Background: an optimization exercise with open tools, aiming at small area. Do not read the settings as production practice. Only simulation tests tie the RTL to the original design; equivalence was not proved. Power and IR drop assume default switching activity.

===== design.v =====
`timescale 1ns/10ps
module CannyEdge(dAddrRegRow, dAddrRegCol, bWE, bCE, InData, OutData,
	OPMode, bOPEnable, dReadReg, dWriteReg,	clk, rst_b);
input 	[2:0]	dAddrRegRow, dAddrRegCol;
input		bWE, bCE;
input 	[7:0] 	InData;
output 	[7:0] 	OutData;
reg     [7:0] 	OutData;
input 	[2:0]	OPMode;
input 		bOPEnable;
input 	[3:0]	dReadReg, dWriteReg;
input		clk, rst_b;
wire cmd_wr = rst_b & ~bCE & ~bWE;
wire cmd_rd = rst_b & ~bCE &  bWE;
wire cmd_op = rst_b &  bCE & ~bOPEnable;
wire cmd_cl = bCE & bOPEnable;
wire op0 = cmd_op & (OPMode == 3'd0);
wire op1 = cmd_op & (OPMode == 3'd1);
wire op2 = cmd_op & (OPMode == 3'd2);
wire op3 = cmd_op & (OPMode == 3'd3);
reg [2:0] cnt;
always @(posedge clk or negedge rst_b)
	if (!rst_b)
		cnt <= 3'd0;
	else if (cmd_cl)
		cnt <= 3'd0;
	else if (cmd_op & ~cnt[2])
		cnt <= cnt + 3'd1;
wire [2:0] r = dAddrRegRow, c = dAddrRegCol;
wire [4:0] rs = { r[2], r[1] & r[0], r[1] & ~r[0], ~r[1] & r[0], ~(r[2] | r[1] | r[0]) };
wire [4:0] cs = { c[2], c[1] & c[0], c[1] & ~c[0], ~c[1] & c[0], ~(c[2] | c[1] | c[0]) };
wire [24:0] es;	 
genvar gi;
generate for (gi = 0; gi < 25; gi = gi + 1) begin : ge
	assign es[gi] = rs[gi/5] & cs[gi%5];
end endgenerate
wire wsx = (dWriteReg == 4'd0);
wire wsy = (dWriteReg == 4'd1);
wire wsz = ~wsx & ~wsy;
reg [7:0] X [0:24];
wire [7:0] Dz = InData & {8{~bCE}};	 
wire [24:0] clr;
generate for (gi = 0; gi < 25; gi = gi + 1) begin : gxr
	always @(posedge clk)
		if ((cmd_wr & wsx & es[gi]) | clr[gi])
			X[gi] <= Dz;
end endgenerate
reg [2:0] ycls;
always @(posedge clk)
	if (cmd_wr & wsy & es[6])
		ycls <= (InData == 8'd0)   ? 3'd0 :
		        (InData == 8'd45)  ? 3'd1 :
		        (InData == 8'd90)  ? 3'd2 :
		        (InData == 8'd135) ? 3'd3 : 3'd4;
wire y0 = (ycls == 3'd0), y45 = (ycls == 3'd1), y90 = (ycls == 3'd2),
     y135 = (ycls == 3'd3), yoth = ycls[2];
reg [12:0] zf;	 
generate for (gi = 0; gi < 13; gi = gi + 1) begin : gz
	if ((gi % 5) < 3) begin : u
		always @(posedge clk)
			if (cmd_wr & wsz & es[gi])
				zf[gi] <= (dWriteReg == 4'd2) & (InData == 8'd1);
	end else begin : n
		always @(*) zf[gi] = 1'b0;
	end
end endgenerate
wire [3:0] slot_rd = {es[24]|es[9]|es[23]|es[22]|es[18]|es[17],
                      es[20]|es[3]|es[21]|es[14]|es[16]|es[13],
                      es[4]|es[5]|es[19]|es[10]|es[8]|es[11],
                      es[0]|es[1]|es[15]|es[2]|es[6]|es[7]|es[12]};
wire [6:0] lane_rd = {es[12],
                   es[7]|es[11]|es[13]|es[17],
                   es[6]|es[8]|es[16]|es[18],
                   es[2]|es[10]|es[14]|es[22],
                   es[15]|es[19]|es[21]|es[23],
                   es[1]|es[3]|es[5]|es[9],
                   es[0]|es[4]|es[20]|es[24]};
wire [3:0] slot_op = {cnt == 3'd3, cnt == 3'd2, cnt == 3'd1, cnt == 3'd0};
wire [1:0] pq = {ycls[1] ^ OPMode[0], ycls[0]};
wire ph = cnt[0];
reg [3:0] slot_pr;
reg [6:0] lane_pr;	 
always @(*)
	case ({pq, ph})
	3'b000: begin slot_pr = 4'b0001; lane_pr = 7'b0100000; end	 
	3'b001: begin slot_pr = 4'b0010; lane_pr = 7'b0000010; end	 
	3'b010: begin slot_pr = 4'b0001; lane_pr = 7'b0001000; end	 
	3'b011: begin slot_pr = 4'b0010; lane_pr = 7'b0001000; end	 
	3'b100: begin slot_pr = 4'b0010; lane_pr = 7'b0100000; end	 
	3'b101: begin slot_pr = 4'b0001; lane_pr = 7'b0000010; end	 
	3'b110: begin slot_pr = 4'b0001; lane_pr = 7'b0000001; end	 
	default: begin slot_pr = 4'b0001; lane_pr = 7'b1000000; end	 
	endcase
wire [3:0] ss = ~bCE ? slot_rd : OPMode[1] ? slot_pr : slot_op;
wire [6:0] lsel = ~bCE ? lane_rd : (lane_pr & {7{~ycls[2]}});
function [7:0] m4; input [3:0] s; input [7:0] a, b, c, d;
	m4 = ({8{s[0]}} & a) | ({8{s[1]}} & b) | ({8{s[2]}} & c) | ({8{s[3]}} & d);
endfunction
wire [7:0] LA = m4(ss, X[0], X[4], X[20], X[24]);
wire [7:0] LB = m4(ss, X[1], X[5], X[3], X[9]);
wire [7:0] LC = m4(ss, X[15], X[19], X[21], X[23]);
wire [7:0] LD = m4(ss, X[2], X[10], X[14], X[22]);
wire [7:0] LE = m4(ss, X[6], X[8], X[16], X[18]);
wire [7:0] LF = m4(ss, X[7], X[11], X[13], X[17]);
wire [7:0] LG = X[12];	 
wire [7:0] xr = ({8{lsel[0]}} & LA) | ({8{lsel[1]}} & LB) | ({8{lsel[2]}} & LC) |
                ({8{lsel[3]}} & LD) | ({8{lsel[4]}} & LE) | ({8{lsel[5]}} & LF) |
                ({8{lsel[6]}} & LG);
reg [14:0] gacc;
reg gcf;
wire gfirst = (cnt == 3'd0);
wire [14:0] gacc_in = gfirst ? {3'd0, X[12], 4'd0} : gacc;
wire gcf_in = gcf & ~gfirst;
wire ga_1 = LB[0] ^ LC[0] ^ LE[0];
wire ga_2 = (LB[0] & LC[0]) | (LB[0] & LE[0]) | (LC[0] & LE[0]);
wire ga_3 = LB[1] ^ LC[1] ^ LE[1];
wire ga_4 = (LB[1] & LC[1]) | (LB[1] & LE[1]) | (LC[1] & LE[1]);
wire ga_5 = ga_2 ^ ga_3;
wire ga_6 = ga_2 & ga_3;
wire ga_7 = LB[2] ^ LC[2] ^ LE[2];
wire ga_8 = (LB[2] & LC[2]) | (LB[2] & LE[2]) | (LC[2] & LE[2]);
wire ga_9 = ga_4 ^ ga_7 ^ ga_6;
wire ga_10 = (ga_4 & ga_7) | (ga_4 & ga_6) | (ga_7 & ga_6);
wire ga_11 = LB[3] ^ LC[3] ^ LE[3];
wire ga_12 = (LB[3] & LC[3]) | (LB[3] & LE[3]) | (LC[3] & LE[3]);
wire ga_13 = ga_8 ^ ga_11 ^ ga_10;
wire ga_14 = (ga_8 & ga_11) | (ga_8 & ga_10) | (ga_11 & ga_10);
wire ga_15 = LB[4] ^ LC[4] ^ LE[4];
wire ga_16 = (LB[4] & LC[4]) | (LB[4] & LE[4]) | (LC[4] & LE[4]);
wire ga_17 = ga_12 ^ ga_15 ^ ga_14;
wire ga_18 = (ga_12 & ga_15) | (ga_12 & ga_14) | (ga_15 & ga_14);
wire ga_19 = LB[5] ^ LC[5] ^ LE[5];
wire ga_20 = (LB[5] & LC[5]) | (LB[5] & LE[5]) | (LC[5] & LE[5]);
wire ga_21 = ga_16 ^ ga_19 ^ ga_18;
wire ga_22 = (ga_16 & ga_19) | (ga_16 & ga_18) | (ga_19 & ga_18);
wire ga_23 = LB[6] ^ LC[6] ^ LE[6];
wire ga_24 = (LB[6] & LC[6]) | (LB[6] & LE[6]) | (LC[6] & LE[6]);
wire ga_25 = ga_20 ^ ga_23 ^ ga_22;
wire ga_26 = (ga_20 & ga_23) | (ga_20 & ga_22) | (ga_23 & ga_22);
wire ga_27 = LB[7] ^ LC[7] ^ LE[7];
wire ga_28 = (LB[7] & LC[7]) | (LB[7] & LE[7]) | (LC[7] & LE[7]);
wire ga_29 = ga_24 ^ ga_27 ^ ga_26;
wire ga_30 = (ga_24 & ga_27) | (ga_24 & ga_26) | (ga_27 & ga_26);
wire ga_31 = ga_28 ^ ga_30;
wire ga_32 = ga_28 & ga_30;
wire [9:0] t7 = {ga_32, ga_31, ga_29, ga_25, ga_21, ga_17, ga_13, ga_9, ga_5, ga_1};
wire ga_33 = gacc_in[0] ^ LA[0] ^ t7[0];
wire ga_34 = (gacc_in[0] & LA[0]) | (gacc_in[0] & t7[0]) | (LA[0] & t7[0]);
wire ga_35 = gacc_in[1] ^ LA[1] ^ LF[0];
wire ga_36 = (gacc_in[1] & LA[1]) | (gacc_in[1] & LF[0]) | (LA[1] & LF[0]);
wire ga_37 = t7[0] ^ ga_35 ^ t7[1];
wire ga_38 = (t7[0] & ga_35) | (t7[0] & t7[1]) | (ga_35 & t7[1]);
wire ga_39 = gacc_in[2] ^ LA[2] ^ LD[0];
wire ga_40 = (gacc_in[2] & LA[2]) | (gacc_in[2] & LD[0]) | (LA[2] & LD[0]);
wire ga_41 = LE[0] ^ LF[1] ^ ga_36;
wire ga_42 = (LE[0] & LF[1]) | (LE[0] & ga_36) | (LF[1] & ga_36);
wire ga_43 = ga_39 ^ t7[1] ^ ga_41;
wire ga_44 = (ga_39 & t7[1]) | (ga_39 & ga_41) | (t7[1] & ga_41);
wire ga_45 = ga_38 ^ t7[2] ^ ga_43;
wire ga_46 = (ga_38 & t7[2]) | (ga_38 & ga_43) | (t7[2] & ga_43);
wire ga_47 = gacc_in[3] ^ LA[3] ^ LD[1];
wire ga_48 = (gacc_in[3] & LA[3]) | (gacc_in[3] & LD[1]) | (LA[3] & LD[1]);
wire ga_49 = LE[1] ^ LF[2] ^ LF[0];
wire ga_50 = (LE[1] & LF[2]) | (LE[1] & LF[0]) | (LF[2] & LF[0]);
wire ga_51 = ga_40 ^ ga_47 ^ ga_49;
wire ga_52 = (ga_40 & ga_47) | (ga_40 & ga_49) | (ga_47 & ga_49);
wire ga_53 = ga_42 ^ ga_51 ^ t7[2];
wire ga_54 = (ga_42 & ga_51) | (ga_42 & t7[2]) | (ga_51 & t7[2]);
wire ga_55 = ga_44 ^ t7[3] ^ ga_53;
wire ga_56 = (ga_44 & t7[3]) | (ga_44 & ga_53) | (t7[3] & ga_53);
wire ga_57 = gacc_in[4] ^ LA[4] ^ LD[2];
wire ga_58 = (gacc_in[4] & LA[4]) | (gacc_in[4] & LD[2]) | (LA[4] & LD[2]);
wire ga_59 = LE[2] ^ LF[3] ^ LF[1];
wire ga_60 = (LE[2] & LF[3]) | (LE[2] & LF[1]) | (LF[3] & LF[1]);
wire ga_61 = ga_48 ^ ga_50 ^ ga_57;
wire ga_62 = (ga_48 & ga_50) | (ga_48 & ga_57) | (ga_50 & ga_57);
wire ga_63 = ga_59 ^ ga_52 ^ ga_61;
wire ga_64 = (ga_59 & ga_52) | (ga_59 & ga_61) | (ga_52 & ga_61);
wire ga_65 = ga_63 ^ t7[3] ^ ga_54;
wire ga_66 = (ga_63 & t7[3]) | (ga_63 & ga_54) | (t7[3] & ga_54);
wire ga_67 = t7[4] ^ ga_56 ^ ga_65;
wire ga_68 = (t7[4] & ga_56) | (t7[4] & ga_65) | (ga_56 & ga_65);
wire ga_69 = gacc_in[5] ^ LA[5] ^ LD[3];
wire ga_70 = (gacc_in[5] & LA[5]) | (gacc_in[5] & LD[3]) | (LA[5] & LD[3]);
wire ga_71 = LE[3] ^ LF[4] ^ LF[2];
wire ga_72 = (LE[3] & LF[4]) | (LE[3] & LF[2]) | (LF[4] & LF[2]);
wire ga_73 = ga_58 ^ ga_60 ^ ga_69;
wire ga_74 = (ga_58 & ga_60) | (ga_58 & ga_69) | (ga_60 & ga_69);
wire ga_75 = ga_71 ^ ga_62 ^ ga_73;
wire ga_76 = (ga_71 & ga_62) | (ga_71 & ga_73) | (ga_62 & ga_73);
wire ga_77 = ga_64 ^ ga_75 ^ t7[4];
wire ga_78 = (ga_64 & ga_75) | (ga_64 & t7[4]) | (ga_75 & t7[4]);
wire ga_79 = ga_66 ^ t7[5] ^ ga_68;
wire ga_80 = (ga_66 & t7[5]) | (ga_66 & ga_68) | (t7[5] & ga_68);
wire ga_81 = gacc_in[6] ^ LA[6] ^ LD[4];
wire ga_82 = (gacc_in[6] & LA[6]) | (gacc_in[6] & LD[4]) | (LA[6] & LD[4]);
wire ga_83 = LE[4] ^ LF[5] ^ LF[3];
wire ga_84 = (LE[4] & LF[5]) | (LE[4] & LF[3]) | (LF[5] & LF[3]);
wire ga_85 = ga_70 ^ ga_72 ^ ga_81;
wire ga_86 = (ga_70 & ga_72) | (ga_70 & ga_81) | (ga_72 & ga_81);
wire ga_87 = ga_83 ^ ga_74 ^ ga_85;
wire ga_88 = (ga_83 & ga_74) | (ga_83 & ga_85) | (ga_74 & ga_85);
wire ga_89 = ga_76 ^ ga_87 ^ t7[5];
wire ga_90 = (ga_76 & ga_87) | (ga_76 & t7[5]) | (ga_87 & t7[5]);
wire ga_91 = ga_78 ^ t7[6] ^ ga_80;
wire ga_92 = (ga_78 & t7[6]) | (ga_78 & ga_80) | (t7[6] & ga_80);
wire ga_93 = gacc_in[7] ^ LA[7] ^ LD[5];
wire ga_94 = (gacc_in[7] & LA[7]) | (gacc_in[7] & LD[5]) | (LA[7] & LD[5]);
wire ga_95 = LE[5] ^ LF[6] ^ LF[4];
wire ga_96 = (LE[5] & LF[6]) | (LE[5] & LF[4]) | (LF[6] & LF[4]);
wire ga_97 = ga_82 ^ ga_84 ^ ga_93;
wire ga_98 = (ga_82 & ga_84) | (ga_82 & ga_93) | (ga_84 & ga_93);
wire ga_99 = ga_95 ^ ga_86 ^ ga_97;
wire ga_100 = (ga_95 & ga_86) | (ga_95 & ga_97) | (ga_86 & ga_97);
wire ga_101 = ga_88 ^ ga_99 ^ t7[6];
wire ga_102 = (ga_88 & ga_99) | (ga_88 & t7[6]) | (ga_99 & t7[6]);
wire ga_103 = ga_90 ^ t7[7] ^ ga_92;
wire ga_104 = (ga_90 & t7[7]) | (ga_90 & ga_92) | (t7[7] & ga_92);
wire ga_105 = gacc_in[8] ^ LD[6] ^ LE[6];
wire ga_106 = (gacc_in[8] & LD[6]) | (gacc_in[8] & LE[6]) | (LD[6] & LE[6]);
wire ga_107 = LF[7] ^ LF[5] ^ gcf_in;
wire ga_108 = (LF[7] & LF[5]) | (LF[7] & gcf_in) | (LF[5] & gcf_in);
wire ga_109 = ga_94 ^ ga_96 ^ ga_105;
wire ga_110 = (ga_94 & ga_96) | (ga_94 & ga_105) | (ga_96 & ga_105);
wire ga_111 = ga_107 ^ ga_98 ^ ga_109;
wire ga_112 = (ga_107 & ga_98) | (ga_107 & ga_109) | (ga_98 & ga_109);
wire ga_113 = ga_100 ^ ga_111 ^ t7[7];
wire ga_114 = (ga_100 & ga_111) | (ga_100 & t7[7]) | (ga_111 & t7[7]);
wire ga_115 = ga_102 ^ t7[8] ^ ga_104;
wire ga_116 = (ga_102 & t7[8]) | (ga_102 & ga_104) | (t7[8] & ga_104);
wire ga_117 = gacc_in[9] ^ LD[7] ^ LE[7];
wire ga_118 = (gacc_in[9] & LD[7]) | (gacc_in[9] & LE[7]) | (LD[7] & LE[7]);
wire ga_119 = LF[6] ^ ga_106 ^ ga_108;
wire ga_120 = (LF[6] & ga_106) | (LF[6] & ga_108) | (ga_106 & ga_108);
wire ga_121 = ga_117 ^ ga_110 ^ ga_119;
wire ga_122 = (ga_117 & ga_110) | (ga_117 & ga_119) | (ga_110 & ga_119);
wire ga_123 = ga_112 ^ ga_121 ^ t7[9];
wire ga_124 = (ga_112 & ga_121) | (ga_112 & t7[9]) | (ga_121 & t7[9]);
wire ga_125 = t7[8] ^ ga_114 ^ ga_123;
wire ga_126 = (t7[8] & ga_114) | (t7[8] & ga_123) | (ga_114 & ga_123);
wire ga_127 = gacc_in[10] ^ LF[7] ^ ga_118;
wire ga_128 = (gacc_in[10] & LF[7]) | (gacc_in[10] & ga_118) | (LF[7] & ga_118);
wire ga_129 = ga_120 ^ ga_127 ^ ga_122;
wire ga_130 = (ga_120 & ga_127) | (ga_120 & ga_122) | (ga_127 & ga_122);
wire ga_131 = ga_129 ^ t7[9] ^ ga_124;
wire ga_132 = (ga_129 & t7[9]) | (ga_129 & ga_124) | (t7[9] & ga_124);
wire ga_133 = gacc_in[11] ^ ga_128 ^ ga_130;
wire ga_134 = (gacc_in[11] & ga_128) | (gacc_in[11] & ga_130) | (ga_128 & ga_130);
wire ga_135 = ga_34 ^ ga_37;
wire ga_136 = ga_34 & ga_37;
wire ga_137 = ga_45 ^ ga_136;
wire ga_138 = ga_45 & ga_136;
wire ga_139 = ga_46 ^ ga_55 ^ ga_138;
wire ga_140 = (ga_46 & ga_55) | (ga_46 & ga_138) | (ga_55 & ga_138);
wire ga_141 = ga_67 ^ ga_140;
wire ga_142 = ga_67 & ga_140;
wire ga_143 = ga_77 ^ ga_79 ^ ga_142;
wire ga_144 = (ga_77 & ga_79) | (ga_77 & ga_142) | (ga_79 & ga_142);
wire ga_145 = ga_89 ^ ga_91 ^ ga_144;
wire ga_146 = (ga_89 & ga_91) | (ga_89 & ga_144) | (ga_91 & ga_144);
wire ga_147 = ga_101 ^ ga_103 ^ ga_146;
wire ga_148 = (ga_101 & ga_103) | (ga_101 & ga_146) | (ga_103 & ga_146);
wire ga_149 = ga_113 ^ ga_115;
wire ga_150 = ga_113 & ga_115;
wire ga_151 = ga_116 ^ ga_125 ^ ga_150;
wire ga_152 = (ga_116 & ga_125) | (ga_116 & ga_150) | (ga_125 & ga_150);
wire ga_153 = ga_126 ^ ga_131 ^ ga_152;
wire ga_154 = (ga_126 & ga_131) | (ga_126 & ga_152) | (ga_131 & ga_152);
wire ga_155 = ga_133 ^ ga_132 ^ ga_154;
wire ga_156 = (ga_133 & ga_132) | (ga_133 & ga_154) | (ga_132 & ga_154);
wire ga_157 = gacc_in[12] ^ ga_134 ^ ga_156;
wire ga_158 = (gacc_in[12] & ga_134) | (gacc_in[12] & ga_156) | (ga_134 & ga_156);
wire ga_159 = gacc_in[13] ^ ga_158;
wire ga_160 = gacc_in[13] & ga_158;
wire ga_161 = gacc_in[14] ^ ga_160;
wire ga_162 = gacc_in[14] & ga_160;
wire [14:0] gnext = {ga_161, ga_159, ga_157, ga_155, ga_153, ga_151, ga_149, ga_147, ga_145, ga_143, ga_141, ga_139, ga_137, ga_135, ga_33};
wire gcf_next = ga_148;
always @(posedge clk) if (op0 & ~cnt[2]) begin
	gacc <= gnext;
	gcf <= gcf_next;
end
wire [7:0] gf = {gacc[14:8] + {6'd0, gcf}, gacc[7]};
wire [7:0] X0 = X[0], X1 = X[1], X2 = X[2], X5 = X[5], X7 = X[7], X10 = X[10], X11 = X[11], X12 = X[12];
wire gsel = ~cnt[1] & ~cnt[2];	 
wire ngsel = ~gsel;
wire [7:0] wa = gsel ? X7 : X1, wb = gsel ? X5 : X11;
wire sb_1 = X2[0] ^ ~X10[0] ^ 1'b1;
wire sb_2 = (X2[0] & ~X10[0]) | (X2[0] & 1'b1) | (~X10[0] & 1'b1);
wire sb_3 = X2[1] ^ ~X10[1] ^ sb_2;
wire sb_4 = (X2[1] & ~X10[1]) | (X2[1] & sb_2) | (~X10[1] & sb_2);
wire sb_5 = X2[2] ^ ~X10[2] ^ sb_4;
wire sb_6 = (X2[2] & ~X10[2]) | (X2[2] & sb_4) | (~X10[2] & sb_4);
wire sb_7 = X2[3] ^ ~X10[3] ^ sb_6;
wire sb_8 = (X2[3] & ~X10[3]) | (X2[3] & sb_6) | (~X10[3] & sb_6);
wire sb_9 = X2[4] ^ ~X10[4] ^ sb_8;
wire sb_10 = (X2[4] & ~X10[4]) | (X2[4] & sb_8) | (~X10[4] & sb_8);
wire sb_11 = X2[5] ^ ~X10[5] ^ sb_10;
wire sb_12 = (X2[5] & ~X10[5]) | (X2[5] & sb_10) | (~X10[5] & sb_10);
wire sb_13 = X2[6] ^ ~X10[6] ^ sb_12;
wire sb_14 = (X2[6] & ~X10[6]) | (X2[6] & sb_12) | (~X10[6] & sb_12);
wire sb_15 = X2[7] ^ ~X10[7] ^ sb_14;
wire sb_16 = (X2[7] & ~X10[7]) | (X2[7] & sb_14) | (~X10[7] & sb_14);
wire sb_17 = 1'b1 ^ sb_16;
wire [8:0] sS = {sb_17, sb_15, sb_13, sb_11, sb_9, sb_7, sb_5, sb_3, sb_1};
wire sb_19 = X12[0] ^ ~X0[0] ^ 1'b1;
wire sb_20 = (X12[0] & ~X0[0]) | (X12[0] & 1'b1) | (~X0[0] & 1'b1);
wire sb_21 = X12[1] ^ ~X0[1] ^ sb_20;
wire sb_22 = (X12[1] & ~X0[1]) | (X12[1] & sb_20) | (~X0[1] & sb_20);
wire sb_23 = X12[2] ^ ~X0[2] ^ sb_22;
wire sb_24 = (X12[2] & ~X0[2]) | (X12[2] & sb_22) | (~X0[2] & sb_22);
wire sb_25 = X12[3] ^ ~X0[3] ^ sb_24;
wire sb_26 = (X12[3] & ~X0[3]) | (X12[3] & sb_24) | (~X0[3] & sb_24);
wire sb_27 = X12[4] ^ ~X0[4] ^ sb_26;
wire sb_28 = (X12[4] & ~X0[4]) | (X12[4] & sb_26) | (~X0[4] & sb_26);
wire sb_29 = X12[5] ^ ~X0[5] ^ sb_28;
wire sb_30 = (X12[5] & ~X0[5]) | (X12[5] & sb_28) | (~X0[5] & sb_28);
wire sb_31 = X12[6] ^ ~X0[6] ^ sb_30;
wire sb_32 = (X12[6] & ~X0[6]) | (X12[6] & sb_30) | (~X0[6] & sb_30);
wire sb_33 = X12[7] ^ ~X0[7] ^ sb_32;
wire sb_34 = (X12[7] & ~X0[7]) | (X12[7] & sb_32) | (~X0[7] & sb_32);
wire sb_35 = 1'b1 ^ sb_34;
wire [8:0] sT = {sb_35, sb_33, sb_31, sb_29, sb_27, sb_25, sb_23, sb_21, sb_19};
wire sb_37 = wa[0] ^ ~wb[0] ^ 1'b1;
wire sb_38 = (wa[0] & ~wb[0]) | (wa[0] & 1'b1) | (~wb[0] & 1'b1);
wire sb_39 = wa[1] ^ ~wb[1] ^ sb_38;
wire sb_40 = (wa[1] & ~wb[1]) | (wa[1] & sb_38) | (~wb[1] & sb_38);
wire sb_41 = wa[2] ^ ~wb[2] ^ sb_40;
wire sb_42 = (wa[2] & ~wb[2]) | (wa[2] & sb_40) | (~wb[2] & sb_40);
wire sb_43 = wa[3] ^ ~wb[3] ^ sb_42;
wire sb_44 = (wa[3] & ~wb[3]) | (wa[3] & sb_42) | (~wb[3] & sb_42);
wire sb_45 = wa[4] ^ ~wb[4] ^ sb_44;
wire sb_46 = (wa[4] & ~wb[4]) | (wa[4] & sb_44) | (~wb[4] & sb_44);
wire sb_47 = wa[5] ^ ~wb[5] ^ sb_46;
wire sb_48 = (wa[5] & ~wb[5]) | (wa[5] & sb_46) | (~wb[5] & sb_46);
wire sb_49 = wa[6] ^ ~wb[6] ^ sb_48;
wire sb_50 = (wa[6] & ~wb[6]) | (wa[6] & sb_48) | (~wb[6] & sb_48);
wire sb_51 = wa[7] ^ ~wb[7] ^ sb_50;
wire sb_52 = (wa[7] & ~wb[7]) | (wa[7] & sb_50) | (~wb[7] & sb_50);
wire sb_53 = 1'b1 ^ sb_52;
wire [8:0] sW = {sb_53, sb_51, sb_49, sb_47, sb_45, sb_43, sb_41, sb_39, sb_37};
wire [8:0] sTn = sT ^ {9{ngsel}};	 
wire sb_55 = sTn[0] ^ ngsel ^ sS[0];
wire sb_56 = (sTn[0] & ngsel) | (sTn[0] & sS[0]) | (ngsel & sS[0]);
wire sb_57 = sTn[1] ^ sW[0] ^ sS[1];
wire sb_58 = (sTn[1] & sW[0]) | (sTn[1] & sS[1]) | (sW[0] & sS[1]);
wire sb_59 = sb_56 ^ sb_57;
wire sb_60 = sb_56 & sb_57;
wire sb_61 = sTn[2] ^ sW[1] ^ sS[2];
wire sb_62 = (sTn[2] & sW[1]) | (sTn[2] & sS[2]) | (sW[1] & sS[2]);
wire sb_63 = sb_58 ^ sb_60 ^ sb_61;
wire sb_64 = (sb_58 & sb_60) | (sb_58 & sb_61) | (sb_60 & sb_61);
wire sb_65 = sTn[3] ^ sW[2] ^ sS[3];
wire sb_66 = (sTn[3] & sW[2]) | (sTn[3] & sS[3]) | (sW[2] & sS[3]);
wire sb_67 = sb_62 ^ sb_64 ^ sb_65;
wire sb_68 = (sb_62 & sb_64) | (sb_62 & sb_65) | (sb_64 & sb_65);
wire sb_69 = sTn[4] ^ sW[3] ^ sS[4];
wire sb_70 = (sTn[4] & sW[3]) | (sTn[4] & sS[4]) | (sW[3] & sS[4]);
wire sb_71 = sb_66 ^ sb_68 ^ sb_69;
wire sb_72 = (sb_66 & sb_68) | (sb_66 & sb_69) | (sb_68 & sb_69);
wire sb_73 = sTn[5] ^ sW[4] ^ sS[5];
wire sb_74 = (sTn[5] & sW[4]) | (sTn[5] & sS[5]) | (sW[4] & sS[5]);
wire sb_75 = sb_70 ^ sb_72 ^ sb_73;
wire sb_76 = (sb_70 & sb_72) | (sb_70 & sb_73) | (sb_72 & sb_73);
wire sb_77 = sTn[6] ^ sW[5] ^ sS[6];
wire sb_78 = (sTn[6] & sW[5]) | (sTn[6] & sS[6]) | (sW[5] & sS[6]);
wire sb_79 = sb_74 ^ sb_76 ^ sb_77;
wire sb_80 = (sb_74 & sb_76) | (sb_74 & sb_77) | (sb_76 & sb_77);
wire sb_81 = sTn[7] ^ sW[6] ^ sS[7];
wire sb_82 = (sTn[7] & sW[6]) | (sTn[7] & sS[7]) | (sW[6] & sS[7]);
wire sb_83 = sb_78 ^ sb_80 ^ sb_81;
wire sb_84 = (sb_78 & sb_80) | (sb_78 & sb_81) | (sb_80 & sb_81);
wire sb_85 = ~sTn[8] ^ sW[7] ^ ~sS[8];
wire sb_86 = (~sTn[8] & sW[7]) | (~sTn[8] & ~sS[8]) | (sW[7] & ~sS[8]);
wire sb_87 = sb_82 ^ sb_85 ^ sb_84;
wire sb_88 = (sb_82 & sb_85) | (sb_82 & sb_84) | (sb_85 & sb_84);
wire sb_89 = ~sW[8] ^ sb_86 ^ sb_88;
wire sb_90 = (~sW[8] & sb_86) | (~sW[8] & sb_88) | (sb_86 & sb_88);
wire sb_91 = 1'b1 ^ sb_90;
wire [10:0] g = {sb_91, sb_89, sb_87, sb_83, sb_79, sb_75, sb_71, sb_67, sb_63, sb_59, sb_55};
reg sg;
always @(posedge clk) sg <= g[10];
wire [9:0] ap = g[9:0] ^ {10{sg}};	 
reg [7:0] r_grad;
reg [1:0] r_dir;	 
reg sxr;
wire [9:0] axp = {r_dir, r_grad};
wire [9:0] ayp = ap;
wire sx = sxr, sy = sg;
wire sb_93 = axp[0] ^ ayp[0] ^ sx;
wire sb_94 = (axp[0] & ayp[0]) | (axp[0] & sx) | (ayp[0] & sx);
wire sb_95 = sy ^ sb_93;
wire sb_96 = sy & sb_93;
wire sb_97 = axp[1] ^ ayp[1] ^ sb_94;
wire sb_98 = (axp[1] & ayp[1]) | (axp[1] & sb_94) | (ayp[1] & sb_94);
wire sb_99 = sb_96 ^ sb_97;
wire sb_100 = sb_96 & sb_97;
wire sb_101 = axp[2] ^ ayp[2] ^ sb_98;
wire sb_102 = (axp[2] & ayp[2]) | (axp[2] & sb_98) | (ayp[2] & sb_98);
wire sb_103 = sb_100 ^ sb_101;
wire sb_104 = sb_100 & sb_101;
wire sb_105 = axp[3] ^ ayp[3] ^ sb_102;
wire sb_106 = (axp[3] & ayp[3]) | (axp[3] & sb_102) | (ayp[3] & sb_102);
wire sb_107 = sb_104 ^ sb_105;
wire sb_108 = sb_104 & sb_105;
wire sb_109 = axp[4] ^ ayp[4] ^ sb_106;
wire sb_110 = (axp[4] & ayp[4]) | (axp[4] & sb_106) | (ayp[4] & sb_106);
wire sb_111 = sb_108 ^ sb_109;
wire sb_112 = sb_108 & sb_109;
wire sb_113 = axp[5] ^ ayp[5] ^ sb_110;
wire sb_114 = (axp[5] & ayp[5]) | (axp[5] & sb_110) | (ayp[5] & sb_110);
wire sb_115 = sb_112 ^ sb_113;
wire sb_116 = sb_112 & sb_113;
wire sb_117 = axp[6] ^ ayp[6] ^ sb_114;
wire sb_118 = (axp[6] & ayp[6]) | (axp[6] & sb_114) | (ayp[6] & sb_114);
wire sb_119 = sb_116 ^ sb_117;
wire sb_120 = sb_116 & sb_117;
wire sb_121 = axp[7] ^ ayp[7] ^ sb_118;
wire sb_122 = (axp[7] & ayp[7]) | (axp[7] & sb_118) | (ayp[7] & sb_118);
wire sb_123 = sb_120 ^ sb_121;
wire sb_124 = sb_120 & sb_121;
wire sb_125 = axp[8] ^ ayp[8] ^ sb_122;
wire sb_126 = (axp[8] & ayp[8]) | (axp[8] & sb_122) | (ayp[8] & sb_122);
wire sb_127 = sb_124 ^ sb_125;
wire sb_128 = sb_124 & sb_125;
wire sb_129 = axp[9] ^ ayp[9] ^ sb_126;
wire sb_130 = (axp[9] & ayp[9]) | (axp[9] & sb_126) | (ayp[9] & sb_126);
wire sb_131 = sb_128 ^ sb_129;
wire sb_132 = sb_128 & sb_129;
wire sb_133 = sb_130 ^ sb_132;
wire [10:0] gsum2 = {sb_133, sb_131, sb_127, sb_123, sb_119, sb_115, sb_111, sb_107, sb_103, sb_99, sb_95};
wire sb_135 = axp[0] ^ sx;
wire sb_136 = axp[0] & sx;
wire sb_137 = axp[1] ^ ~ayp[0] ^ ~sy;
wire sb_138 = (axp[1] & ~ayp[0]) | (axp[1] & ~sy) | (~ayp[0] & ~sy);
wire sb_139 = sb_136 ^ sb_137;
wire sb_140 = sb_136 & sb_137;
wire sb_141 = axp[2] ^ ~ayp[1] ^ sb_138;
wire sb_142 = (axp[2] & ~ayp[1]) | (axp[2] & sb_138) | (~ayp[1] & sb_138);
wire sb_143 = sb_140 ^ sb_141;
wire sb_144 = sb_140 & sb_141;
wire sb_145 = axp[3] ^ ~ayp[2] ^ sb_142;
wire sb_146 = (axp[3] & ~ayp[2]) | (axp[3] & sb_142) | (~ayp[2] & sb_142);
wire sb_147 = sb_144 ^ sb_145;
wire sb_148 = sb_144 & sb_145;
wire sb_149 = axp[4] ^ ~ayp[3] ^ sb_146;
wire sb_150 = (axp[4] & ~ayp[3]) | (axp[4] & sb_146) | (~ayp[3] & sb_146);
wire sb_151 = sb_148 ^ sb_149;
wire sb_152 = sb_148 & sb_149;
wire sb_153 = axp[5] ^ ~ayp[4] ^ sb_150;
wire sb_154 = (axp[5] & ~ayp[4]) | (axp[5] & sb_150) | (~ayp[4] & sb_150);
wire sb_155 = sb_152 ^ sb_153;
wire sb_156 = sb_152 & sb_153;
wire sb_157 = axp[6] ^ ~ayp[5] ^ sb_154;
wire sb_158 = (axp[6] & ~ayp[5]) | (axp[6] & sb_154) | (~ayp[5] & sb_154);
wire sb_159 = sb_156 ^ sb_157;
wire sb_160 = sb_156 & sb_157;
wire sb_161 = axp[7] ^ ~ayp[6] ^ sb_158;
wire sb_162 = (axp[7] & ~ayp[6]) | (axp[7] & sb_158) | (~ayp[6] & sb_158);
wire sb_163 = sb_160 ^ sb_161;
wire sb_164 = sb_160 & sb_161;
wire sb_165 = axp[8] ^ ~ayp[7] ^ sb_162;
wire sb_166 = (axp[8] & ~ayp[7]) | (axp[8] & sb_162) | (~ayp[7] & sb_162);
wire sb_167 = sb_164 ^ sb_165;
wire sb_168 = sb_164 & sb_165;
wire sb_169 = axp[9] ^ ~ayp[8] ^ sb_166;
wire sb_170 = (axp[9] & ~ayp[8]) | (axp[9] & sb_166) | (~ayp[8] & sb_166);
wire sb_171 = sb_168 ^ sb_169;
wire sb_172 = sb_168 & sb_169;
wire sb_173 = ~ayp[9] ^ sb_170 ^ sb_172;
wire sb_174 = (~ayp[9] & sb_170) | (~ayp[9] & sb_172) | (sb_170 & sb_172);
wire sb_175 = 1'b1 ^ sb_174;
wire [11:0] dd = {sb_175, sb_173, sb_171, sb_167, sb_163, sb_159, sb_155, sb_151, sb_147, sb_143, sb_139, sb_135};
wire sb_177 = axp[0] ^ sx ^ dd[2];
wire sb_178 = (axp[0] & sx) | (axp[0] & dd[2]) | (sx & dd[2]);
wire sb_179 = axp[1] ^ dd[3] ^ sb_178;
wire sb_180 = (axp[1] & dd[3]) | (axp[1] & sb_178) | (dd[3] & sb_178);
wire sb_181 = axp[2] ^ dd[4] ^ sb_180;
wire sb_182 = (axp[2] & dd[4]) | (axp[2] & sb_180) | (dd[4] & sb_180);
wire sb_183 = axp[3] ^ dd[5] ^ sb_182;
wire sb_184 = (axp[3] & dd[5]) | (axp[3] & sb_182) | (dd[5] & sb_182);
wire sb_185 = axp[4] ^ dd[6] ^ sb_184;
wire sb_186 = (axp[4] & dd[6]) | (axp[4] & sb_184) | (dd[6] & sb_184);
wire sb_187 = axp[5] ^ dd[7] ^ sb_186;
wire sb_188 = (axp[5] & dd[7]) | (axp[5] & sb_186) | (dd[7] & sb_186);
wire sb_189 = axp[6] ^ dd[8] ^ sb_188;
wire sb_190 = (axp[6] & dd[8]) | (axp[6] & sb_188) | (dd[8] & sb_188);
wire sb_191 = axp[7] ^ dd[9] ^ sb_190;
wire sb_192 = (axp[7] & dd[9]) | (axp[7] & sb_190) | (dd[9] & sb_190);
wire sb_193 = axp[8] ^ sb_192 ^ dd[10];
wire sb_194 = (axp[8] & sb_192) | (axp[8] & dd[10]) | (sb_192 & dd[10]);
wire sb_195 = axp[9] ^ 1'b1 ^ ~dd[11];
wire sb_196 = (axp[9] & 1'b1) | (axp[9] & ~dd[11]) | (1'b1 & ~dd[11]);
wire sb_197 = sb_194 ^ sb_195;
wire sb_198 = sb_194 & sb_195;
wire sb_199 = 1'b1 ^ sb_196 ^ sb_198;
wire sb_200 = (1'b1 & sb_196) | (1'b1 & sb_198) | (sb_196 & sb_198);
wire sb_201 = 1'b1 ^ sb_200;
wire [13:0] ee = {sb_201, sb_199, sb_197, sb_193, sb_191, sb_189, sb_187, sb_185, sb_183, sb_181, sb_179, sb_177, dd[1], dd[0]};
wire le1 = ~dd[11];	 
wire le5 = ~ee[13];	 
wire [1:0] dirn = le1 ? 2'd0 : le5 ? ((sx == sy) ? 2'd1 : 2'd3) : 2'd2;
always @(posedge clk)
	if (op1 & (cnt == 3'd1)) begin
		{r_dir, r_grad} <= ap;
		sxr <= sg;
	end else if (op1 & (cnt == 3'd3)) begin
		r_grad <= gsum2[10:3];
		r_dir  <= dirn;
	end
function hi; input [7:0] v; hi = (v >= 8'd15); endfunction
wire ge6 = (X[6] >= xr);	 
wire hin = hi(xr);		 
reg nf;			 
always @(posedge clk) nf <= OPMode[0] ? hin : ge6;
wire at1 = (cnt == 3'd1);
wire keep = ~ycls[2] & nf & ge6;
wire nms = op2 & at1;
assign clr[7]  = nms & keep & (ycls[1:0] == 2'd0);
assign clr[5]  = nms & keep & (ycls[1:0] == 2'd0);
assign clr[2]  = nms & keep & (ycls[1:0] == 2'd1);
assign clr[10] = nms & keep & (ycls[1:0] == 2'd1);
assign clr[11] = nms & keep & (ycls[1:0] == 2'd2);
assign clr[1]  = nms & keep & (ycls[1:0] == 2'd2);
assign clr[0]  = nms & keep & (ycls[1:0] == 2'd3);
assign clr[12] = nms & keep & (ycls[1:0] == 2'd3);
assign clr[6]  = nms & ~keep;
assign clr[3] = 1'b0; assign clr[4] = 1'b0; assign clr[8] = 1'b0; assign clr[9] = 1'b0;
generate for (gi = 13; gi < 25; gi = gi + 1) begin : gc
	assign clr[gi] = 1'b0;
end endgenerate
wire nb_z  = (y0 & (zf[1] | zf[11])) | (y45 & (zf[0] | zf[12])) |
             (y90 & (zf[5] | zf[7])) | (y135 & (zf[2] | zf[10])) | (yoth & zf[6]);
wire th = hi(X[6]) | (~(X[6] <= 8'd10) & (nf | hin | nb_z));
reg r_th;
always @(posedge clk) if (op3 & at1) r_th <= th;
wire [7:0] dirv = {r_dir == 2'd3, r_dir == 2'd2, r_dir == 2'd1, r_dir == 2'd2,
                   r_dir[0] ^ r_dir[1], r_dir[0], r_dir[1], r_dir[0]};
always @(posedge clk)
	if (cmd_rd)
		case (dReadReg)
		4'd0: OutData <= gf;
		4'd1: OutData <= r_grad;
		4'd2: OutData <= dirv;
		4'd3: OutData <= xr;
		4'd4: OutData <= {7'd0, r_th};
		default: OutData <= 8'd0;
		endcase
endmodule

===== flow/run.sh =====
#!/bin/bash
# Layout flow.
#  1. the standard synthesis (standard.sh synth).
#  2. The same synthesis script once more, with yosys synth's -noabc, so that
#     the full adders written in the RTL reach extract_fa unchanged (fewer
#     inverters), and with an area-oriented script (abc_map_area.script) for
#     the final ABC mapping. regmap.py checks that it has exactly the standard
#     synthesis's registers (paired by Q net, same cell types) and gives them
#     the standard instance names; if not, the standard netlist is used.
#  3. invopt.py removes inverters around full adders (same function, same
#     registers).
#  4. the standard layout from that netlist, with the port buffers made of
#     the smallest buffer and clock tree synthesis without dummy loads.
# Each tool's output goes to a log file of its own in this folder.
set -euo pipefail
R="$PWD/orfs/results/sky130hd/CannyEdge/base"
bash standard.sh synth > synth.log 2>&1
cp "$R/1_2_yosys.v" std_1_2_yosys.v
{
  sed -n '1p' synth_recipe.tcl | sed 's/yosys synth -nofsm -noshare /yosys synth -nofsm -noshare -noabc /'
  echo 'proc abc {args} {'
  echo '  set i [lsearch $args -script]'
  echo "  if { \$i >= 0 } { lset args [expr {\$i + 1}] $PWD/flow/abc_map_area.script }"
  echo '  yosys abc {*}$args'
  echo '}'
  sed -n '2,$p' synth_recipe.tcl
} > synth_noabc.tcl
sed -e "s|SYNTH_SCRIPT=[^ ]*|SYNTH_SCRIPT=$PWD/synth_noabc.tcl|" \
    -e "s|WORK_HOME=[^ ]*|WORK_HOME=$PWD/orfs_alt|" standard.sh > standard_alt.sh
SRC=std_1_2_yosys.v
if bash standard_alt.sh synth > synth_alt.log 2>&1 &&
   python3 flow/regmap.py std_1_2_yosys.v orfs_alt/results/sky130hd/CannyEdge/base/1_2_yosys.v alt_1_2_yosys.v > regmap.log 2>&1; then
  SRC=alt_1_2_yosys.v
fi
echo "netlist: $SRC" >> regmap.log
python3 flow/invopt.py "$SRC" "$R/1_2_yosys.v" > invopt.log 2>&1
rm -f "$R/1_synth.odb" "$R/1_synth.sdc"
export BUFFER_PORTS_ARGS="-buffer_cell sky130_fd_sc_hd__buf_1"
export CTS_ARGS="-sink_clustering_enable -repair_clock_nets -sink_clustering_size 14 -sink_clustering_max_diameter 80 -buf_list sky130_fd_sc_hd__clkbuf_8 -dont_use_dummy_load"
bash standard.sh > layout.log 2>&1

===== flow/abc_map_area.script =====
strash
dc2
dch
map -a
topo
stime -c
dnsize -c

===== flow/invopt.py =====
#!/usr/bin/env python3
"""Removes inverters around full adders in a mapped sky130hd netlist.

A full adder is self-dual: FA(~a,~b,~c) = (~sum, ~cout). For each fa cell,
this script flips it (feeds it the complement of each input and complements
both outputs) when that lowers the number of inverters: an input driven by an
inverter is fed from the inverter's input instead, and an output that drives
inverters feeds their loads directly. Inverters left without loads are
deleted. The function of the netlist is unchanged; registers are untouched.

usage: invopt.py in.v out.v
"""
import re, sys
from collections import defaultdict

src = open(sys.argv[1]).read()
m_mod = re.search(r'^module .*?;\n', src, re.S | re.M)
body_start = m_mod.end()
end = src.rindex('endmodule')
body = src[body_start:end]
cell_re = re.compile(r'^\s*(sky130_fd_sc_hd__\w+)\s+(\\\S+\s|\S+)\s*\((.*?)\);\n', re.S | re.M)
pin_re = re.compile(r'\.(\w+)\(\s*(.*?)\s*\)(?:,|\s*$)', re.S)

decl_lines = []
cells = {}
order = []
pos = 0
first_cell = None
for m in cell_re.finditer(body):
    if first_cell is None:
        first_cell = m.start()
    typ, name, pins = m.group(1), m.group(2).strip(), m.group(3)
    pd = {}
    for pm in pin_re.finditer(pins):
        pd[pm.group(1)] = pm.group(2).strip()
    cells[name] = {'type': typ, 'pins': pd}
    order.append(name)
decls = body[:first_cell]
rest = cell_re.sub('', body[first_cell:])
if rest.strip():
    sys.exit("unexpected netlist content: " + rest.strip()[:200])

OUTPINS = {'X', 'Y', 'Q', 'Q_N', 'SUM', 'COUT', 'HI', 'LO'}
ports = set()
for m in re.finditer(r'^\s*(input|output)\s+(\[\d+:\d+\]\s+)?(\S+);', decls, re.M):
    ports.add(m.group(3))

def is_port(net):
    base = net.split('[')[0]
    return base in ports or net in ports

drv = {}
loads = defaultdict(set)
def rebuild():
    drv.clear(); loads.clear()
    for n, c in cells.items():
        for p, net in c['pins'].items():
            if p in OUTPINS:
                drv[net] = (n, p)
            else:
                loads[net].add((n, p))
rebuild()

def is_inv(n):
    return n in cells and (cells[n]['type'].startswith('sky130_fd_sc_hd__inv_') or cells[n]['type'].startswith('sky130_fd_sc_hd__clkinv_'))

def inv_of(net):
    """an existing inverter whose input is net, or None"""
    for (c, p) in loads.get(net, ()):
        if is_inv(c):
            return c
    return None

cnt = [0]
newwires = []
def newnet():
    cnt[0] += 1
    n = f"_invopt_n{cnt[0]}_"
    newwires.append(n)
    return n

def newinv(a, y):
    cnt[0] += 1
    name = f"_invopt_i{cnt[0]}_"
    cells[name] = {'type': 'sky130_fd_sc_hd__inv_1', 'pins': {'A': a, 'Y': y}}
    order.append(name)
    drv[y] = (name, 'Y'); loads[a].add((name, 'A'))
    return name

def connect(c, p, net):
    old = cells[c]['pins'][p]
    loads[old].discard((c, p))
    cells[c]['pins'][p] = net
    loads[net].add((c, p))

def delete_if_dead(c):
    if c in cells and is_inv(c):
        y = cells[c]['pins']['Y']
        if not loads.get(y) and not is_port(y):
            a = cells[c]['pins']['A']
            loads[a].discard((c, 'A'))
            del drv[y]
            del cells[c]
            return True
    return False

def gain(f):
    c = cells[f]
    g = 0
    for p in ('A', 'B', 'CIN'):
        n = c['pins'][p]
        d = drv.get(n)
        if d and is_inv(d[0]):
            if len(loads[n]) == 1 and not is_port(n):
                g += 1
        elif n.startswith("1'") or n.startswith("1'b"):
            pass
        else:
            if inv_of(n) is None:
                g -= 1
    for p in ('SUM', 'COUT'):
        n = c['pins'][p]
        if is_port(n):
            return -99
        ls = loads.get(n, set())
        invs = [x for x in ls if is_inv(x[0])]
        others = [x for x in ls if not is_inv(x[0])]
        g += len(invs)
        if others:
            g -= 1
    return g

def flip(f):
    c = cells[f]
    for p in ('A', 'B', 'CIN'):
        n = c['pins'][p]
        d = drv.get(n)
        if n in ("1'h0", "1'b0"):
            connect(f, p, "1'h1")
        elif n in ("1'h1", "1'b1"):
            connect(f, p, "1'h0")
        elif d and is_inv(d[0]):
            src_net = cells[d[0]]['pins']['A']
            connect(f, p, src_net)
            delete_if_dead(d[0])
        else:
            i = inv_of(n)
            if i is None:
                y = newnet()
                newinv(n, y)
                connect(f, p, y)
            else:
                connect(f, p, cells[i]['pins']['Y'])
    for p in ('SUM', 'COUT'):
        n = c['pins'][p]
        pn = newnet()
        del drv[n]
        c['pins'][p] = pn
        drv[pn] = (f, p)
        ls = list(loads.get(n, set()))
        for (lc, lp) in ls:
            if is_inv(lc):
                y = cells[lc]['pins']['Y']
                for (c2, p2) in list(loads.get(y, set())):
                    connect(c2, p2, pn)
                if is_port(y):
                    # keep the inverter as a buffer-less path is not possible
                    continue
                loads[n].discard((lc, 'A'))
                del drv[y]
                del cells[lc]
        if loads.get(n):
            newinv(pn, n)

def ninv():
    return sum(1 for c in cells if is_inv(c))

before = ninv()
fas = [n for n in order if cells[n]['type'].startswith('sky130_fd_sc_hd__fa_')]
def descend():
    changed = True
    p = 0
    while changed and p < 50:
        changed = False
        p += 1
        for f in fas:
            if gain(f) > 0:
                flip(f)
                changed = True
    return p
passes = descend()
# plateau moves: flip adders whose flip keeps the count, then descend again;
# deterministic order, stop when a round brings no gain
for rnd in range(20):
    start = ninv()
    for f in fas:
        if gain(f) == 0:
            flip(f)
            descend()
    if ninv() >= start:
        break
after = ninv()
print(f"inverters: {before} -> {after} (greedy, then plateau moves)", file=sys.stderr)

def fmt(net):
    return net + ' ' if net.startswith('\\') else net

out = [src[:body_start], decls]
for w in newwires:
    out.append(f"  wire {w};\n")
for n in order:
    if n not in cells:
        continue
    c = cells[n]
    pins = ",\n".join(f"    .{p}({fmt(v)})" for p, v in c['pins'].items())
    out.append(f"  {c['type']} {fmt(n)} (\n{pins}\n  );\n")
out.append(src[end:])
open(sys.argv[2], 'w').write("".join(out))

===== flow/regmap.py =====
#!/usr/bin/env python3
"""Gives the registers of an alternative synthesis netlist the instance names
of the standard synthesis.

usage: regmap.py std.v alt.v out.v

Registers are paired by the net on their Q pin. The script fails (exit 1),
writing nothing, unless both netlists have the same number of registers, each
Q net appears once in each, and paired registers have the same cell type.
"""
import re, sys

SEQ = re.compile(r'sky130_fd_sc_hd__(?:s?e?df\w*|dl\w*)_\d+$')
cell_re = re.compile(r'^(\s*)(sky130_fd_sc_hd__\w+)\s+(\\\S+\s|\S+)(\s*\()(.*?\);\n)', re.S | re.M)

def regs(txt):
    out = {}
    for m in cell_re.finditer(txt):
        typ, name = m.group(2), m.group(3).strip()
        if SEQ.match(typ):
            q = re.search(r'\.Q\(\s*(.*?)\s*\)', m.group(5))
            if not q:
                sys.exit(f"register {name} without Q pin")
            q = q.group(1)
            if q in out:
                sys.exit(f"Q net {q} driven twice")
            out[q] = (typ, name)
    return out

std = open(sys.argv[1]).read()
alt = open(sys.argv[2]).read()
rs, ra = regs(std), regs(alt)
if set(rs) != set(ra):
    sys.exit(f"register sets differ: {sorted(set(rs) ^ set(ra))[:10]}")
for q in rs:
    if rs[q][0] != ra[q][0]:
        sys.exit(f"register on {q}: {rs[q][0]} vs {ra[q][0]}")
newname = {ra[q][1]: rs[q][1] for q in rs}
stdnames = set(newname.values())
taken = set(m.group(3).strip() for m in cell_re.finditer(alt))
def fmt(n):
    return n + ' ' if n.startswith('\\') else n
k = [0]
def sub(m):
    name = m.group(3).strip()
    if name in newname:
        name = newname[name]
    elif name in stdnames:
        k[0] += 1
        name = f"_regmap_c{k[0]}_"
        assert name not in taken
    return f"{m.group(1)}{m.group(2)} {fmt(name)}{m.group(4)}{m.group(5)}"
out = cell_re.sub(sub, alt)
chk = regs(out)
assert all(chk[q] == rs[q] for q in rs)
open(sys.argv[3], 'w').write(out)
print(f"{len(rs)} registers renamed to the standard synthesis names, {k[0]} other cells renamed")

===== standard.sh =====
#!/bin/bash
# synth_recipe.tcl (not shown) runs the flow's synth.tcl, then flattens the netlist and writes it again
# the make line also repeats each setting of config.mk as NAME=value (left out here)
make -C /OpenROAD-flow-scripts/flow DESIGN_CONFIG=/design/flow/config.mk WORK_HOME=/design/flow/orfs CLKGATE_MAP_FILE= SYNTH_SCRIPT=/design/flow/synth_recipe.tcl "${@:-finish}"

===== config.mk =====
export PLATFORM = sky130hd
export DESIGN_NAME = CannyEdge
export DESIGN_NICKNAME = CannyEdge
export VERILOG_FILES = /design/flow/design.v
export SDC_FILE = /design/flow/constraint.sdc
export NUM_CORES = 4
export LEC_CHECK = 0
export CAP_MARGIN = 5
export CORE_MARGIN = 2
export CORE_UTILIZATION = 70
export PLACE_DENSITY = 0.8
export SLEW_MARGIN = 5

===== constraint.sdc =====
create_clock -name core_clock -period 12.0 [get_ports {clk}]
set_input_delay 2.4000 -clock core_clock [delete_from_list [all_inputs] [get_ports {clk}]]
set_output_delay 2.4000 -clock core_clock [all_outputs]
set_load 0.01 [all_outputs]

==> parameters.txt, run 1 <==
Parameter                              Value

Hold path
  Worst hold-check path type    register to register

Global route
  Global-route wire length before repair    56300 µm
  Initial antenna violation count    1
  Total grt overflow    0
  Via count of the first global-routing pass    9842
  Maximum number of pins on one net before global-route repair    39
  Global-route usage over all layers    35.8%

STA
  Final Slew Violations    0
  Number of endpoints failing setup at the final stage    0
  Hold Fails Final Rpt    0
  RSZ-0062 raised after global routing    false
  Share of the clock period used by the worst path after layout    90.0%
  Sum of negative setup slack    0 ns
  Transition time at the pin with the least slew margin    1.16 ns
  Remaining max-slew budget at the tightest pin    22.0%
  Worst-case clock skew    0.0550 ns
  Maximum achievable frequency    0.0925 GHz
  Shortest clock period the worst path allows after layout    10.81 ns

Critical path
  Library cell contributing the largest single delay on the critical path    sky130_fd_sc_hd__fa_1
  Maximum fanout encountered on the critical timing path    28
  Critical path start-end classification    input port to register
  Startpoint Class    input port
  Maximum cell stage delay along the critical path    0.57 ns
  Library cell appearing most often on the critical path    sky130_fd_sc_hd__fa_1
  Data required time at the worst endpoint    12.29 ns
  Crit. End Element    register
  Data arrival at the endpoint of the critical path    11.09 ns

CTS
  Cells resized by post-CTS repair    0
  CTS tree    done
  Total number of clock tree sinks    253
  Post-CTS Hold Buffers    0
  H-tree Lvls    1
  Clock Pin Slew Worst Setup and Hold Paths    0.09 ns
  TritonCTS buffer count    22
  Post-CTS Setup Inserts    0
  Clock network latency to the later pin of the worst-skew pair    0.57 ns
  Clock tree root driver cell    sky130_fd_sc_hd__clkbuf_8
  CTS Buffer Depth    3

Floorplanning
  Number of placement rows    52
  Full die area    21500 µm²
  Horizontal die dimension    147 µm
  CORE AREA    20100 µm²
  Number of I/O pins    38
  DIE HEIGHT    147 µm
  Initial standard-cell utilization of the core    70.9%

Yosys
  Number of warnings reported in the yosys synthesis log    2
  Mean instance size in the synthesized netlist    13.0 µm²
  Net count of the mapped netlist    1310
  Cell area after synthesis    14300 µm²
  Number of standard cells after synthesis    1101

Route
  Wire length after detailed routing    37200 µm
  DRC violations left    0
  Total number of vias    9426
  Wirelength per Cell    25.5 µm
  Via count normalized by instance count    6.45
  Starting DRT DRC Count    1034
  Residual antenna-violating net count after detailed routing    0
  DR pass1 iterations    5

Power and ir drop
  Switching power of the nets    1640 µW
  Max rail drop VDD    0.000202 V
  Portion of total power attributed to sequential cells    29.8%
  Net switching share of the total power    40.1%
  Power share of the combinational group    59.8%
  Power per cell area    267 nW/µm²
  Leakage power    0.00514 µW
  Internal    2450 µW
  Fraction of power consumed by the clock network    10.4%

Place
  Dpl cells    1439
  Detailed placement HPWL    28500 µm
  Number of port buffers    37
  RD Place Congestion    0.962

Final layout
  Net count reported at finish    1402
  Fill cells    1285
  Diodes inserted    0
  Fraction of the core area covered by cells at the end of the flow    76.1%
  Synthesis-to-layout area growth    7.35%
  Finished Layout Cells    1461
  Fraction of layout instances using a drive strength above 1    4.95%

Outcome
  Run status    complete, no violations

Run
  Total of max-cap violations    0
==> stage by stage <==
stage / area, µm² / power, µW / hold slack [ns] / setup slack [ns]
4_1_cts: 15300 / 4100 / 0.630 / 1.28
3_3_place_gp: 15000 / 3530 / 0.594 / 0.801
3_5_place_dp: 15000 / 3690 / 0.605 / 0.741
5_1_grt: 15300 / 4550 / 0.652 / 0.779
2_1_floorplan: 14300 / 3030 / 0.528 / 0.667
6_report: 15300 / 4090 / 0.635 / 1.19
==> critical path: cells and delay by family <==
family / cells / cell delay [ns]
compound gates: 3 / 0.97
buf+inv: 4 / 1.06
simple gates: 3 / 0.35
xor+xnor: 1 / 0.13
fa+ha+maj: 15 / 6.16
==> registers in the layout, indices dropped and copies added, names as in the netlist, 2 cells and up <==
signal,cells
r_grad,8
r_dir,2
OutData,8
zf,9
cnt,3
X,200
gacc,15
ycls,3
==> layout by cell type (no fill, tap or decap), types with 2 or more instances in the layout <==
master	count
sky130_fd_sc_hd__a211oi_1	2
sky130_fd_sc_hd__a21boi_0	2
sky130_fd_sc_hd__a21oi_1	20
sky130_fd_sc_hd__a221oi_1	4
sky130_fd_sc_hd__a22o_1	4
sky130_fd_sc_hd__a22oi_1	110
sky130_fd_sc_hd__a31oi_1	6
sky130_fd_sc_hd__buf_1	37
sky130_fd_sc_hd__buf_4	30
sky130_fd_sc_hd__clkbuf_8	22
sky130_fd_sc_hd__clkinv_1	127
sky130_fd_sc_hd__dfrtp_1	3
sky130_fd_sc_hd__dfxtp_1	2
sky130_fd_sc_hd__edfxtp_1	248
sky130_fd_sc_hd__fa_1	131
sky130_fd_sc_hd__ha_1	48
sky130_fd_sc_hd__inv_1	5
sky130_fd_sc_hd__mux2i_1	8
sky130_fd_sc_hd__nand2_1	131
sky130_fd_sc_hd__nand3_1	17
sky130_fd_sc_hd__nand4_1	12
sky130_fd_sc_hd__nor2_1	86
sky130_fd_sc_hd__nor3_1	20
sky130_fd_sc_hd__nor3_2	2
sky130_fd_sc_hd__nor3b_1	2
sky130_fd_sc_hd__nor4_1	5
sky130_fd_sc_hd__o211ai_1	12
sky130_fd_sc_hd__o21a_1	5
sky130_fd_sc_hd__o21ai_0	40
sky130_fd_sc_hd__o21ai_1	5
sky130_fd_sc_hd__o221ai_1	5
sky130_fd_sc_hd__o22ai_1	7
sky130_fd_sc_hd__xnor2_1	13
sky130_fd_sc_hd__xor2_1	11
==> routing by layer <==
layer	vias to the layer above	GRT usage [%]	share of wire (%)	routed length, µm
li1	4144	-	-	-
met1	4621	49.0	37	13900
met2	549	58.4	49	18100
met3	110	5.22	9.1	3390
met4	2	15.9	5.0	1870
met5	-	0	0.035	13
==> power by group through the flow <==
| stage | Sequential [µW] | Combinational, µW | Clock [µW] |
|---|---|---|---|
| after floorplan | 1230 | 1790 | 0 |
| after global placement | 1240 | 2290 | 0 |
| after detailed placement | 1240 | 2450 | 0 |
| after CTS | 1220 | 2450 | 424 |
| after global routing | 1220 | 2870 | 454 |
| final | 1220 | 2450 | 426 |
==> worst paths after layout <==
check / startpoint / to / slack (ns) / cells past startpoint
setup / recovery: dAddrRegCol[2] / gacc[14] / 1.19 / 26
hold / removal: cnt[2] / cnt[2] / 0.63 / 2
setup reg to reg: cnt[0] / gacc[14] / 2.14 / 25
hold reg to reg: cnt[2] / cnt[2] / 0.63 / 2
max in group asynchronous: rst_b / cnt[0] / 10.11 / 1
min in group asynchronous: rst_b / cnt[2] / 1.69 / 1
==> layout make-up <==
| type | count | area (µm²) | share of cell area, % |
|---|---|---|---|
| well taps | 270 | 338 | 2.21 |
| inverters | 132 | 495 | 3.24 |
| multi-input cells | 716 | 6230 | 40.7 |
| clock buffers | 22 | 303 | 1.98 |
| flip-flops and latches | 253 | 7560 | 49.4 |
| repair buffers | 68 | 384 | 2.51 |
==> run 2: changes to the inputs <==
--- a/config.mk
+++ b/config.mk
@@ -5,8 +5,8 @@
 export SDC_FILE = /design/flow/constraint.sdc
 export NUM_CORES = 4
 export LEC_CHECK = 0
-export CAP_MARGIN = 5
+export CAP_MARGIN = 20
 export CORE_MARGIN = 2
 export CORE_UTILIZATION = 70
 export PLACE_DENSITY = 0.8
-export SLEW_MARGIN = 5
+export SLEW_MARGIN = 20
==> run 2 against run 1 <==
Still clean. Sequential share of layout area about the same. Via count up 0.84%. Worst setup slack better by 0.0026 ns. Clock-buffer cell count unchanged. Register-to-register slack worse by 0.03 ns. Area after synthesis unchanged. Highest routed layer unchanged.
==> parameters.txt, run 2 <==
Parameter                              Value

Power and ir drop
  Leakage power    0.00515 µW
  Power per cell area    268 nW/µm²
  Final total power    4110 µW
  Max rail drop VDD    0.000203 V

Global route
  Global route hottest layer    met2
  GR Util met3    5.22%
  Initial antenna violation count    1
  Global-route usage over all layers    35.8%
  Via count of the first global-routing pass    9842
  Met1 GRT Util    49.0%
  Maximum number of pins on one net before global-route repair    39
  Total grt overflow    0
  GR Layer Usage met2    58.4%
  Global-route wire length before repair    56300 µm

Critical path
  Startpoint Class    input port
  Startpoint of the worst setup timing path    dAddrRegRow[2]
  Maximum fanout encountered on the critical timing path    14
  Library cell appearing most often on the critical path    sky130_fd_sc_hd__fa_1
  Maximum cell stage delay along the critical path    0.61 ns
  Launch instance of the worst register-to-register path    cnt[0]
  CP delay by family, top    adder cells
  Data required time at the worst endpoint    12.28 ns
  Crit. End Element    register
  Data arrival at the endpoint of the critical path    11.09 ns
  Critical path start-end classification    input port to register
  Worst path bufs/invs    2
  Library cell contributing the largest single delay on the critical path    sky130_fd_sc_hd__nor3_1

STA
  Sum of negative setup slack    0 ns
  Share of the clock period used by the worst path after layout    90.0%
  Number of endpoints failing setup at the final stage    0
  Transition time at the pin with the least slew margin    1.17 ns
  Remaining max-slew budget at the tightest pin    21.3%
  Shortest clock period the worst path allows after layout    10.80 ns
  Worst-case clock skew    0.0531 ns
  Final Slew Violations    0
  Maximum achievable frequency    0.0926 GHz
  Hold Fails Final Rpt    0
  RSZ-0062 raised after global routing    false

CTS
  Cells resized by post-CTS repair    0
  Clock tree root driver cell    sky130_fd_sc_hd__clkbuf_8
  Clock Pin Slew Worst Setup and Hold Paths    0.09 ns
  Clock network latency to the later pin of the worst-skew pair    0.57 ns
  H-tree Lvls    1
  CTS tree    done
  CTS Buffer Depth    3
  Post-CTS Hold Buffers    0
  Post-CTS Setup Inserts    0
  TritonCTS buffer count    22
  Total number of clock tree sinks    253

Final layout
  Net count reported at finish    1402
  Most frequent cells in the layout    248 x sky130_fd_sc_hd__edfxtp_1, 131 x sky130_fd_sc_hd__nand2_1, 131 x sky130_fd_sc_hd__fa_1, 127 x sky130_fd_sc_hd__clkinv_1, 110 x sky130_fd_sc_hd__a22oi_1
  Most common library cell in the layout ignoring fill and taps    sky130_fd_sc_hd__edfxtp_1
  Top Registers    X (200), gacc (15), zf (9)
  Synthesis-to-layout area growth    7.43%
  Flip-flop count of the largest register, all copies and words added    200
  Register ranked first by flip-flop count    X
  Diodes inserted    0
  Fraction of layout instances using a drive strength above 1    5.12%
  Final std cell area, no fill    15300 µm²

Place
  Detailed placement HPWL    28500 µm
  RD Place Congestion    0.962
  Number of port buffers    37
  Cell area after placement    15000 µm²

Route
  Wirelength per Cell    25.6 µm
  Starting DRT DRC Count    1099
  Wire length after detailed routing    37300 µm
  Residual antenna-violating net count after detailed routing    0
  Via count normalized by instance count    6.51
  DR pass1 iterations    6
  DRC violations left    0
  Total number of vias    9505

Floorplanning
  Number of I/O pins    38
  Number of placement rows    52
  DIE HEIGHT    147 µm
  CORE AREA    20100 µm²
  Full die area    21500 µm²
  Horizontal die dimension    147 µm
  Initial standard-cell utilization of the core    70.9%

Outcome
  Run status    complete, no violations

Yosys
  Number of warnings reported in the yosys synthesis log    2
  Net count of the mapped netlist    1310
  Number of standard cells after synthesis    1101
  Cell area after synthesis    14300 µm²
  Mean instance size in the synthesized netlist    13.0 µm²

Hold path
  Critical hold path startpoint    X[6][5]
  Worst hold-check path type    register to register

Run
  Total of max-cap violations    0
run 2: final cells by class:
type / instances / area [µm²]
repair buffers: 68 / 384
multi-input cells: 716 / 6240
well taps: 270 / 338
flip-flops and latches: 253 / 7560
fillers: 1286 / 4780
clock buffers: 22 / 303
inverters: 132 / 495
run 2: path summary, 6_finish.rpt:
check                           end  slack [ns]  depth (start not counted)
min in group asynchronous    cnt[2]        1.69                          1
min reg2reg                    r_th        0.63                          2
min                            r_th        0.63                          2
max reg2reg                gacc[14]        2.11                         25
max                        gacc[14]        1.20                         25
max in group asynchronous    cnt[0]       10.11                          1
run 2: metrics by stage:
stage	utilization (%)	instances	hold slack [ns]	setup slack [ns]
after floorplan	-	1101	0.528	0.667
after global placement	74.6	1439	0.594	0.801
after detailed placement	74.6	1439	0.605	0.741
after CTS	76.1	1461	0.630	1.28
after global routing	76.2	1461	0.652	0.776
final	76.2	1461	0.633	1.20
run 2: routing by layer:
layer,up-vias,part of all wire (%)
met5,-,0.035
met4,2,4.9
met3,107,8.9
met2,536,49
met1,4714,37
li1,4146,-
run 2: where the power goes:
| part | internal, µW | total [µW] | switching [µW] |
|---|---|---|---|
| Sequential | 1200 | 1220 | 20.8 |
| Clock | 164 | 426 | 262 |
| Combinational | 1100 | 2470 | 1370 |
| Total | 2460 | 4110 | 1650 |
run 2: worst reg2reg max path: stages, from the launching register on:
cell                       delay (ns)
sky130_fd_sc_hd__dfrtp_1         0.50
sky130_fd_sc_hd__clkinv_1        0.21
sky130_fd_sc_hd__ha_1            0.22
sky130_fd_sc_hd__nand2_1         0.55
sky130_fd_sc_hd__clkinv_1        0.52
sky130_fd_sc_hd__nor2_1          0.35
sky130_fd_sc_hd__o21ai_4         0.32
sky130_fd_sc_hd__a22oi_1         0.32
sky130_fd_sc_hd__nand2_1         0.14
sky130_fd_sc_hd__fa_1            0.49
sky130_fd_sc_hd__ha_1            0.22
sky130_fd_sc_hd__fa_1            0.44
sky130_fd_sc_hd__fa_1            0.45
sky130_fd_sc_hd__fa_1            0.46
sky130_fd_sc_hd__fa_1            0.43
sky130_fd_sc_hd__fa_1            0.44
sky130_fd_sc_hd__fa_1            0.40
sky130_fd_sc_hd__ha_1            0.25
sky130_fd_sc_hd__fa_1            0.58
sky130_fd_sc_hd__fa_1            0.44
sky130_fd_sc_hd__fa_1            0.42
sky130_fd_sc_hd__fa_1            0.40
sky130_fd_sc_hd__fa_1            0.41
sky130_fd_sc_hd__fa_1            0.39
sky130_fd_sc_hd__ha_1            0.20
sky130_fd_sc_hd__xnor2_1         0.13

[separate check: timing with driven ports]
The flow's constraints put no driver on any port. The routed layouts listed below were extracted and timed again, unchanged, in two steps.
Step 1, drivers: a clkbuf_16 drives clk and a buf_2 each remaining input, both assumed.
Step 2, shift: input delay + t, output delay - t, t = (earliest + latest rising clock arrival at the registers) / 2. This alone moves slack from input paths to output paths.
a / b / c = no drivers / after step 1 / after step 2; a / b = the first two.
run | shift t [ns] | setup WS [ns] | worst hold slack (ns)
run 1 | 0.588 | 1.194 / 1.211 / 0.624 | 0.635 / 0.635 / 0.635
run 2 | 0.586 | 1.197 / 1.218 / 0.632 | 0.633 / 0.633 / 0.633
After both steps every run listed still meets setup and hold. The setup slack of run 1, which loses most, moves by +0.017 ns with the drivers and by -0.570 ns with both steps.
